Source: an optimization exercise on an open RTL-to-GDS flow (aim: small area). Production flows keep margins and buffers that such runs may drop.
In this exercise RTL edits were held to simulation tests only and were not proved equivalent to the original.
The flow treats the clock pin as an ideal source. Dropping or thinning the clock tree relies on that and would not hold on a real chip.
No activity file was given, so power comes from the tool's default toggle rates.

== before ==
==> module game, before the edit <==
module game(CLK, DEBUG, CHANGE, STOP, ENTER, RESET, LEDR, LEDG, HEX7, HEX6, HEX5, HEX4, HEX3, HEX2, HEX1, HEX0);
	input CLK, DEBUG;
	input CHANGE, STOP, ENTER, RESET;
	output [17:0] LEDR;
	output [8:0] LEDG;
	output [6:0] HEX7, HEX6, HEX5, HEX4, HEX3, HEX2, HEX1, HEX0;
	reg [1:0] state;
	reg [3:0] pos;     
	reg lr;
	reg [3:0] ph;      
	reg [8:0] blk;
	reg [8:0] m;
	reg [8:0] pre;     
	reg [3:0] h0, h1;  
	reg [3:0] s0;      
	reg [1:0] s1;      
	localparam [3:0] DIG0 = 4'd7;          
	localparam [8:0] M0   = 9'b000010001;  
	localparam [8:0] PRE0 = 9'b111101111;  
	wire change, enter, stop;
	puls_gen puls_change(CLK, RESET, CHANGE, change);
	puls_gen puls_enter(CLK, RESET, ENTER, enter);
	puls_gen puls_stop(CLK, RESET, STOP, stop);
	wire run  = (state == 2'd1);
	wire over = (pos == 4'd0) || (pos == 4'd15);
	wire ph4  = (ph == 4'b1110);
	wire bz   = (blk == 9'd0);
	wire mv   = run && ph4 && bz;
	wire [8:0] mdn = {~(m[0] ^ m[5]), m[8:1]};
	wire last = (m == 9'd0);
	wire tick = run && pre[8] && pre[7] && pre[6] && pre[4] && pre[3] && pre[2] && pre[0];
	wire [3:0] h0n, h1n, s0n;
	wire h0w, h1w, s0w, s01;
	dig_inc inc_h0(h0, h0n);
	dig_inc inc_h1(h1, h1n);
	dig_inc inc_s0(s0, s0n);
	dig_is9 is9_h0(h0, h0w);
	dig_is9 is9_h1(h1, h1w);
	dig_is9 is9_s0(s0, s0w);
	dig_is1 is1_s0(s0, s01);
	wire sw = (s1 == 2'd3) && s01;
	wire v = (state != 2'd0) || !(&ph);
	always @(posedge CLK)
		if (!RESET)
			pos <= 4'd8;
		else if (mv)
			pos <= lr ? pos + 4'd1 : pos - 4'd1;
	always @(posedge CLK) begin
		if (!RESET) begin
			state <= 2'd0;
			lr <= 1'b0;
			ph <= 4'b1111;
			blk <= M0;
			m <= M0;
			pre <= PRE0;
			h0 <= DIG0; h1 <= DIG0; s0 <= DIG0; s1 <= 2'd0;
		end else begin
			case (state)
				2'd0: begin
					state <= enter ? 2'd0 : 2'd1;
					ph <= 4'b0000;
				end
				2'd1: state <= over ? 2'd3 : (!stop) ? 2'd2 : 2'd1;
				2'd2: state <= (!stop) ? 2'd1 : 2'd2;
				default: ;
			endcase
			if (run) begin
				if (!change) lr <= ~lr;
				if (mv) begin
					m <= mdn;
					ph <= last ? 4'b1111 : 4'b0000;
					blk <= mdn;
				end else begin
					ph <= {ph[2:0], ~(ph[3] ^ ph[2])};
					if (ph4) blk <= {~(blk[0] ^ blk[5]), blk[8:1]};
				end
				pre <= tick ? PRE0 : {pre[7:0], ~(pre[8] ^ pre[4])};
			end
			if (tick) begin
				h0 <= h0n;
				if (h0w) begin
					h1 <= h1n;
					if (h1w) begin
						s0 <= sw ? DIG0 : s0n;
						s1 <= sw ? 2'd0 : s0w ? s1 + 2'd1 : s1;
					end
				end
			end
		end
	end
	genvar i;
	generate for (i = 0; i < 16; i = i + 1) begin : led
		assign LEDR[i+1] = v && (pos == i);
	end endgenerate
	assign LEDR[0] = v;
	assign LEDR[17] = v;
	assign LEDG = 9'd0;
	assign HEX6 = 7'h7f;
	assign HEX5 = 7'h7f;
	assign HEX4 = 7'h7f;
	dec_2bit dec_state(state, HEX7);
	dec_2bit HEX_sec_10(s1, HEX3);
	dec_7seg HEX_sec_1(s0, HEX2);
	dec_7seg HEX_msec_10(h1, HEX1);
	dec_7seg HEX_msec_1(h0, HEX0);
endmodule
==> flow/config.mk <==
export PLATFORM = sky130hd
export DESIGN_NAME = game
export DESIGN_NICKNAME = game
export VERILOG_FILES = /design/flow/design.v
export SDC_FILE = /design/flow/constraint.sdc
export NUM_CORES = 4
export LEC_CHECK = 0
export ABC_AREA = 1
export CAP_MARGIN = 20
export CORE_MARGIN = 2
export CORE_UTILIZATION = 75
export GPL_TIMING_DRIVEN = 0
export SLEW_MARGIN = 20
==> flow/constraint.sdc <==
create_clock -name core_clock -period 10.0 [get_ports {CLK}]
set_input_delay 2.0000 -clock core_clock [delete_from_list [all_inputs] [get_ports {CLK}]]
set_output_delay 2.0000 -clock core_clock [all_outputs]
set_load 0.01 [all_outputs]
standard.sh (not shown) runs the stock make flow with config.mk's settings and CLKGATE_MAP_FILE= SYNTH_SCRIPT=/design/flow/synth_recipe.tcl, a recipe that flattens the netlist after the stock synthesis.
==> flow/flow/run.sh <==
#!/bin/bash
# Standard ORFS flow with these changes:
# - synthesis without half/full-adder extraction, run once with each ABC
#   script in flow/abc_*.script; the script giving the smallest cell area is
#   used for the layout (every run has the same registers, only the
#   combinational mapping differs);
# - one shared tie cell per constant value (SKIP_REPAIR_TIE_FANOUT);
# - placement that is not timing-driven, with the synthesis buffers removed
#   before it (flow/pre_gpl.tcl);
# - the smallest buffer (buf_1) for the port buffers;
# - a clock tree of one level of clock buffers (flow/cts.tcl) in place of
#   clock_tree_synthesis.
set -euo pipefail
HERE=$PWD
LIB="$FLOW_HOME/platforms/$FLOW_PLATFORM/lib/sky130_fd_sc_hd__tt_025C_1v80.lib"
RES="$HERE/orfs/results/$FLOW_PLATFORM/game/base"

prepare_scripts() {
  rm -rf "$HERE/myscripts"
  cp -r "$FLOW_HOME/scripts" "$HERE/myscripts"
  cp "$1" "$HERE/myscripts/abc_area.script"
  cp "$HERE/flow/cts.tcl" "$HERE/myscripts/cts.tcl"
}

best=""
best_area=""
for s in "$HERE"/flow/abc_*.script; do
  name=$(basename "$s" .script)
  prepare_scripts "$s"
  rm -rf "$HERE/orfs"
  bash standard.sh SCRIPTS_DIR="$HERE/myscripts" ADDER_MAP_FILE= synth > "$HERE/synth_$name.log" 2>&1 || continue
  a=$(python3 "$HERE/flow/area.py" "$LIB" "$RES/1_2_yosys.v")
  echo "$name $a" >> "$HERE/synth_areas.txt"
  if [[ -z "$best" ]] || python3 -c "import sys; sys.exit(0 if $a < $best_area else 1)"; then
    best=$s
    best_area=$a
  fi
done
echo "best: $best $best_area" >> "$HERE/synth_areas.txt"

prepare_scripts "$best"
rm -rf "$HERE/orfs"
bash standard.sh SCRIPTS_DIR="$HERE/myscripts" ADDER_MAP_FILE= synth > "$HERE/synth.log" 2>&1
bash standard.sh SCRIPTS_DIR="$HERE/myscripts" PRE_GLOBAL_PLACE_TCL="$HERE/flow/pre_gpl.tcl" CLOCK_BUFFER=sky130_fd_sc_hd__buf_12 CLOCK_GROUPS=2 SKIP_REPAIR_TIE_FANOUT=1 "BUFFER_PORTS_ARGS=-buffer_cell sky130_fd_sc_hd__buf_1" finish > "$HERE/layout.log" 2>&1
Other scripts of this flow, unchanged in this note and not shown: flow/flow/abc_a3.script, flow/flow/abc_b2.script, flow/flow/abc_b5.script, flow/flow/abc_b6.script, flow/flow/abc_c1.script, flow/flow/abc_c4.script, flow/flow/abc_d2.script, flow/flow/abc_d3.script, flow/flow/abc_d5.script, flow/flow/abc_d6.script, flow/flow/abc_e4.script, flow/flow/area.py, flow/flow/cts.tcl, flow/flow/pre_gpl.tcl
For after, these inputs were changed with respect to before:
--- a/flow/design.v
+++ b/flow/design.v
@@ -92,17 +92,16 @@
 	dig_is9 is9_h0(h0, h0w);
 	dig_is9 is9_h1(h1, h1w);
 	dig_is9 is9_s0(s0, s0w);
 	dig_is1 is1_s0(s0, s01);
 	wire sw = (s1 == 2'd3) && s01;
 	wire v = (state != 2'd0) || !(&ph);
+	wire [3:0] posn = lr ? pos + 4'd1 : pos - 4'd1;
+	wire [3:0] pflip = (state == 2'd0) ? (pos ^ 4'd8) : mv ? (pos ^ posn) : 4'd0;
 	always @(posedge CLK)
-		if (!RESET)
-			pos <= 4'd8;
-		else if (mv)
-			pos <= lr ? pos + 4'd1 : pos - 4'd1;
+		pos <= pos ^ pflip;
 	always @(posedge CLK) begin
 		if (!RESET) begin
 			state <= 2'd0;
 			lr <= 1'b0;
 			ph <= 4'b1111;
 			blk <= M0;
## What came out
- after reports its most frequent standard cell in the layout excluding fill and tap cells as nor2_1 while before reports nand2_1.
- Taking before as 1.0, after lands at 0.903 on number of multi-input combinational cells.
- Average vias per placed instance in after is about 1.7% above before.
- From before to after the numbers moved as follows: cell count after synthesis decreased by 27 relative to the old numbers; first-pass GRT wire length fell by 3.5%; total of fill cells in the finished design rose 4; design area lost 0.47%.
- [compare] base=before new=after: number of distinct library cell variants in the gate-level netlist after synthesis has increased; global-route usage has decreased; clock network fraction of design power has decreased.
No run of this note takes its clock network from TritonCTS; it comes from the design's own scripts or RTL.

[re-timing with driven ports]
How much do the figures lean on ideal ports? The routed layouts below were timed once more, with nothing changed but the port constraints. Step 1 (the two cells are an assumption about what drives the block):
set clk [get_ports {CLK}]
set_driving_cell -lib_cell sky130_fd_sc_hd__clkbuf_16 $clk
set_driving_cell -lib_cell sky130_fd_sc_hd__buf_2 [delete_from_list [all_inputs] $clk]
Step 2 times the ports against the registers' clock, not the clock port: input delays grow and output delays shrink by t, the midpoint of the rising clock arrivals with the driver on. Slacks: ideal ports / drivers / drivers and shift; pairs: ideal ports / drivers.
| run | t (ns) | setup slack, ns | hold WS [ns] | clock arrival spread, ns | worst register clock-pin slew, ns |
|---|---|---|---|---|---|
| before | 0.185 | 5.717 / 5.741 / 5.555 | 0.474 / 0.474 / 0.474 | 0.013 / 0.013 | 0.11 / 0.11 |
| after | 0.184 | 5.078 / 5.079 / 5.079 | 0.479 / 0.479 / 0.479 | 0.007 / 0.007 | 0.11 / 0.11 |
After both steps every run listed still meets setup and hold. The setup slack of before, which loses most, moves by +0.024 ns with the drivers and by -0.162 ns with both steps.
